Context: an optimization exercise on an open-source flow, tuned for small area. The choices shown serve that exercise and are no tape-out recipe.
RTL that was checked went through simulation tests only; none was proved equivalent to the original.
Power and IR drop assume default switching activity.

Setup of before:
## Solve
module Solve#(
    parameter Y=150,
    parameter X=200
)(
    input clk,
    input rst,
    input halt,
    input prepare,
    input start,
    input next,
    input switcher,
    input sw2,
    input auto,
    input keep,
    input [15:0] length,
    input [15:0] now,
    input [4:0] debug,
    output [15:0] dataput,
    output [31:0] dataput2,
    output wrong,
    output solved,
    output fakeclick,
    output [31:0] score,
    output signed [15:0] wwmodi,
    output ready,
    output wfresh,
    output [11:0] wcolorp,
    output [17:0] wBLOn,
    output nnote0,
    output [15:0] wnotex,wnotey,
    output [15:0] wperc,
    output endpass
);
For scale: roughly 2600 cells after synthesis, ~160 flip-flops, ~230 I/O pins.
Settings: LEC_CHECK=0, CAP_MARGIN=20, CORE_MARGIN=2, CORE_UTILIZATION=40, SLEW_MARGIN=20, SYNTH_MEMORY_MAX_BITS=65536; clock period 10.0 ns.
standard.sh (not shown) runs the stock make flow with config.mk's settings and CLKGATE_MAP_FILE= SYNTH_SCRIPT=/design/flow/synth_recipe.tcl, a recipe that flattens the netlist after the stock synthesis.
==> flow/flow/run.sh <==
#!/bin/bash
# Standard layout, with the port buffers made of the smallest buffer cell
# and a clock tree of smaller buffers without dummy loads.
export BUFFER_PORTS_ARGS="-buffer_cell sky130_fd_sc_hd__buf_1"
export CTS_ARGS="-sink_clustering_enable -repair_clock_nets -dont_use_dummy_load -buf_list sky130_fd_sc_hd__clkbuf_8 -sink_clustering_size 20"
bash standard.sh > standard.log 2>&1
> inputs changed (before -> after)
==> flow/flow/run.sh <==
#!/bin/bash
# Standard layout, with the port buffers made of the smallest buffer cell
# and a clock tree of smaller buffers without dummy loads.
export BUFFER_PORTS_ARGS="-buffer_cell sky130_fd_sc_hd__buf_1"
export CTS_ARGS="-sink_clustering_enable -repair_clock_nets -dont_use_dummy_load -buf_list sky130_fd_sc_hd__clkbuf_16"
bash standard.sh > standard.log 2>&1
Findings:
- On average wire per cell in the routed design, after tracks before almost exactly.
- after falls short of before in final area.
- Relative to before, the synthesis-to-finish area growth of after is higher by 1.1 points.
- The more densely filled core belongs to after, not before.
- Compared with before, after shows a higher wire length on met1.
No functional check of the RTL was part of any run of this note.

---

Setup of old:
Another version of the RTL of Solve (not shown whole).
Size: about 2000 cells after synthesis, about 170 flip-flops, roughly 230 I/O pins, roughly 16000 µm² of cells after synthesis.
clock: 10.0 ns
lec_check: 0
cap_margin: 20
core_margin: 2
core_utilization: 65
slew_margin: 20
synth_memory_max_bits: 65536
==> flow/flow/run.sh <==
#!/bin/bash
# Standard layout, with the port buffers made of the smallest buffer cell
# and a clock tree of smaller buffers without dummy loads.
export BUFFER_PORTS_ARGS="-buffer_cell sky130_fd_sc_hd__buf_1"
export CTS_ARGS="-sink_clustering_enable -repair_clock_nets -dont_use_dummy_load -buf_list sky130_fd_sc_hd__clkbuf_8 -sink_clustering_size 16"
bash standard.sh > standard.log 2>&1
old ended with every stage complete and zero timing, DRC or antenna violations.
Relative to old, the following input files were edited for new:
Settings: changing CORE_UTILIZATION from 65 to 40.
==> flow/flow/run.sh <==
#!/bin/bash
# Standard layout, with the port buffers made of the smallest buffer cell
# and a clock tree of smaller buffers without dummy loads.
export BUFFER_PORTS_ARGS="-buffer_cell sky130_fd_sc_hd__buf_1"
export CTS_ARGS="-sink_clustering_enable -repair_clock_nets -dont_use_dummy_load -buf_list sky130_fd_sc_hd__clkbuf_16 -sink_clustering_size 30 -sink_clustering_max_diameter 60"
bash standard.sh > standard.log 2>&1
Notes after the runs:
The flow did not stop early for new: all stages ran, and the layout cleared the timing, design-rule and antenna checks. new: total power divided by cell area about 2% above old. Total global routing track utilization in new vs old: down 12 points. Sequential power: lower on new. As far as area of the multi-input gates is concerned, new and old perform about the same. new ended up with wcolorp[7]$_SDFF_PN0_ as its endpoint of the worst setup timing path; old ended up with waitr[2]$_SDFFE_PP0P_. Changes observed in new relative to old: clock power went up 46%, net load switching power went up about 0.6%, per-cell via count in the routed design went down about 9%, power went up 0.16 mW, worst setup slack went up 24 ps. Post-route cell area delta (new − old): unfavourable. Final hold slack | new above old.

---

Another version of the RTL of Solve (not shown whole).
For scale: ~1800 cells after synthesis, ~140 flip-flops, about 14000 um^2 of cells after synthesis.
// Solve
module Solve(clk, rst, halt, prepare, start, next, switcher, sw2, auto, keep, length, now, debug, dataput, dataput2, wrong, solved, fakeclick, score, wwmodi, ready
, wfresh, wcolorp, wBLOn, nnote0, wnotex, wnotey, wperc, endpass);
  input clk;
  wire clk;
  input rst;
  wire rst;
  input halt;
  wire halt;
  input prepare;
  wire prepare;
  input start;
  wire start;
  input next;
  wire next;
  input switcher;
  wire switcher;
  input sw2;
  wire sw2;
  input auto;
  wire auto;
  input keep;
  wire keep;
  input [15:0] length;
  wire [15:0] length;
  input [15:0] now;
  wire [15:0] now;
  input [4:0] debug;
  wire [4:0] debug;
  output [15:0] dataput;
  wire [15:0] dataput;
  output [31:0] dataput2;
  wire [31:0] dataput2;
  output wrong;
  wire wrong;
  output solved;
  wire solved;
  output fakeclick;
  reg fakeclick;
  output [31:0] score;
  wire [31:0] score;
  output [15:0] wwmodi;
  wire [15:0] wwmodi;
  output ready;
  wire ready;
  output wfresh;
  reg wfresh;
  output [11:0] wcolorp;
  wire [11:0] wcolorp;
  output [17:0] wBLOn;
  wire [17:0] wBLOn;
  output nnote0;
  wire nnote0;
  output [15:0] wnotex;
  wire [15:0] wnotex;
  output [15:0] wnotey;
  wire [15:0] wnotey;
  output [15:0] wperc;
  wire [15:0] wperc;
  output endpass;
  wire endpass;
  wire [15:0] w0000;
  wire w0001;
  wire w0002;
  wire w0003;
  wire w0004;
  wire w0005;
  ...
Settings: LEC_CHECK=0, CAP_MARGIN=20, CORE_MARGIN=2, CORE_UTILIZATION=40, SLEW_MARGIN=20, SYNTH_MEMORY_MAX_BITS=65536; clock period 10.0 ns.
==> flow/flow/run.sh <==
#!/bin/bash
# Standard layout, with the port buffers made of the smallest buffer cell
# and a clock tree of smaller buffers without dummy loads.
export BUFFER_PORTS_ARGS="-buffer_cell sky130_fd_sc_hd__buf_1"
export CTS_ARGS="-sink_clustering_enable -repair_clock_nets -dont_use_dummy_load -buf_list sky130_fd_sc_hd__clkbuf_8 -sink_clustering_size 16"
bash standard.sh > standard.log 2>&1
Next try:
--- a/flow/flow/run.sh
+++ b/flow/flow/run.sh
@@ -3,4 +3,5 @@
 # and a clock tree of smaller buffers without dummy loads.
 export BUFFER_PORTS_ARGS="-buffer_cell sky130_fd_sc_hd__buf_1"
+export GPL_KEEP_OVERFLOW=0
 export CTS_ARGS="-sink_clustering_enable -repair_clock_nets -dont_use_dummy_load -buf_list sky130_fd_sc_hd__clkbuf_8 -sink_clustering_size 16"
 bash standard.sh > standard.log 2>&1
- ABC_AREA: unset -> 1
- CORE_UTILIZATION: 40 -> 60
=>
- The new run produced a clean layout
- core utilization is higher by 20 points
- sequential cell count does not change
- via count is higher by 6.1%
- count of clock-buffer cells in the layout is unchanged
- critical path depth is higher by 9
- combinational power is higher by 68%
- die area is lower by 34%
- global-route usage is higher by 12 points
- wire length is lower by 3.6%
- setup slack gets better by 0.15 ns
- cell area is lower by 5.4%

---

Starting RTL as in the previous note.
Design Solve, start of the top module:
module Solve(clk, rst, halt, prepare, start, next, switcher, sw2, auto, keep, length, now, debug, dataput, dataput2, wrong, solved, fakeclick, score, wwmodi, ready
, wfresh, wcolorp, wBLOn, nnote0, wnotex, wnotey, wperc, endpass);
clock: 10.0 ns
lec_check: 0
cap_margin: 20
core_margin: 2
core_utilization: 40
slew_margin: 20
synth_memory_max_bits: 65536
==> flow/flow/run.sh <==
#!/bin/bash
# Standard layout, with the port buffers made of the smallest buffer cell
# and a clock tree of smaller buffers without dummy loads.
export BUFFER_PORTS_ARGS="-buffer_cell sky130_fd_sc_hd__buf_1"
export GPL_KEEP_OVERFLOW=0
export CTS_ARGS='-sink_clustering_enable -repair_clock_nets -dont_use_dummy_load -buf_list {sky130_fd_sc_hd__clkbuf_4 sky130_fd_sc_hd__clkbuf_8} -sink_clustering_size 12 -sink_clustering_max_diameter 40'
bash standard.sh > standard.log 2>&1
Rerun with:
==> flow/flow/run.sh (replaced) <==
#!/bin/bash
# Standard layout, with the port buffers made of the smallest buffer cell
# and a clock tree of smaller buffers without dummy loads.
export BUFFER_PORTS_ARGS="-buffer_cell sky130_fd_sc_hd__buf_1"
export GPL_KEEP_OVERFLOW=0
export CTS_ARGS="-sink_clustering_enable -repair_clock_nets -dont_use_dummy_load -buf_list sky130_fd_sc_hd__clkbuf_8 -sink_clustering_size 16"
bash standard.sh > standard.log 2>&1
Settings changed: ABC_AREA set to 1.
After rerunning: Setup slack gets better by 170 ps. Register-to-register slack is better by 410 ps. Area after synthesis fell by about 1.7%. Wire length went up by 5.5%. Final cell count climbs by about 10%. Cell area shrinks by 2.3%. Clock skew grows by 24 ps.
Rerun with:
==> flow/flow/run.sh (replaced) <==
#!/bin/bash
# Standard layout, with the port buffers made of the smallest buffer cell
# and a clock tree of smaller buffers without dummy loads.
export BUFFER_PORTS_ARGS="-buffer_cell sky130_fd_sc_hd__buf_1"
export GPL_KEEP_OVERFLOW=0
export CTS_ARGS="-sink_clustering_enable -repair_clock_nets -dont_use_dummy_load -buf_list sky130_fd_sc_hd__clkbuf_8 -sink_clustering_size 24 -sink_clustering_max_diameter 50"
bash standard.sh > standard.log 2>&1
Settings changed: ABC_AREA 1 to unset.
Result:
- routed wire length went down by about 5%
- global-route usage fell by 2.4 points
- final cell count fell by about 10%
- cell area went up by about 2.4%
- area after synthesis goes up by 1.7%
Rerun with:
==> flow/flow/run.sh (replaced) <==
#!/bin/bash
# Standard layout, with the port buffers made of the smallest buffer cell
# and a clock tree of smaller buffers without dummy loads.
export BUFFER_PORTS_ARGS="-buffer_cell sky130_fd_sc_hd__buf_1"
export GPL_KEEP_OVERFLOW=0
export CTS_ARGS="-sink_clustering_enable -repair_clock_nets -dont_use_dummy_load -buf_list sky130_fd_sc_hd__clkbuf_8 -sink_clustering_size 16"
bash standard.sh > standard.log 2>&1
What happened: Via count is unchanged; clock skew is unchanged; clock-buffer cell count is unchanged; register-to-register slack stays flat; sequential cell count does not change; global-route usage stays the same; worst hold slack is unchanged.

[re-timing with driven ports]
Ports are ideal in the flow. The routed layouts listed here were re-timed in OpenROAD. Step 1 sets driving cells, clkbuf_16 on the clock port and buf_2 on the other inputs (assumed; they add their load-dependent delay and slew). Step 2 adds t to the input delays and takes it off the output delays; t is the mean of the earliest and latest rising clock arrival at the registers after step 1. Input paths then give back, and output paths get back, about the clock's delay inside the block. a / b / c = ideal ports / drivers / drivers and shift; a / b = the first two.
run | t, ns | setup WS [ns] | worst hold slack (ns) | clock arrival spread, ns
before | 0.512 | 0.485 / 0.485 / 0.485 | 0.474 / 0.474 / 0.474 | 0.046 / 0.047
after | 0.480 | 0.463 / 0.463 / 0.463 | 0.470 / 0.470 / 0.470 | 0.029 / 0.029
old | 0.499 | 0.333 / 0.360 / -0.139 | 0.451 / 0.451 / 0.451 | 0.046 / 0.046
new | 0.477 | 0.357 / 0.391 / -0.086 | 0.455 / 0.455 / 0.455 | 0.025 / 0.024
the first run of note 3 | 0.475 | 0.253 / 0.233 / 0.143 | 0.484 / 0.484 / 0.484 | 0.037 / 0.037
the second run of note 3 | 0.482 | 0.406 / 0.356 / 0.231 | 0.449 / 0.449 / 0.449 | 0.034 / 0.035
the first run of note 4 | 0.490 | 0.239 / 0.218 / 0.108 | 0.463 / 0.463 / 0.463 | 0.041 / 0.041
the second run of note 4 | 0.487 | 0.413 / 0.371 / 0.522 | 0.448 / 0.448 / 0.448 | 0.066 / 0.066
the third run of note 4 | 0.490 | 0.239 / 0.218 / 0.108 | 0.463 / 0.463 / 0.463 | 0.041 / 0.041
the fourth run of note 4 | 0.490 | 0.239 / 0.218 / 0.108 | 0.463 / 0.463 / 0.463 | 0.041 / 0.041
Met with ideal ports but missed after step 2: setup timing in old and new. For old, which loses most, drivers alone change the setup slack by +0.027 ns; drivers and shift together by -0.472 ns.
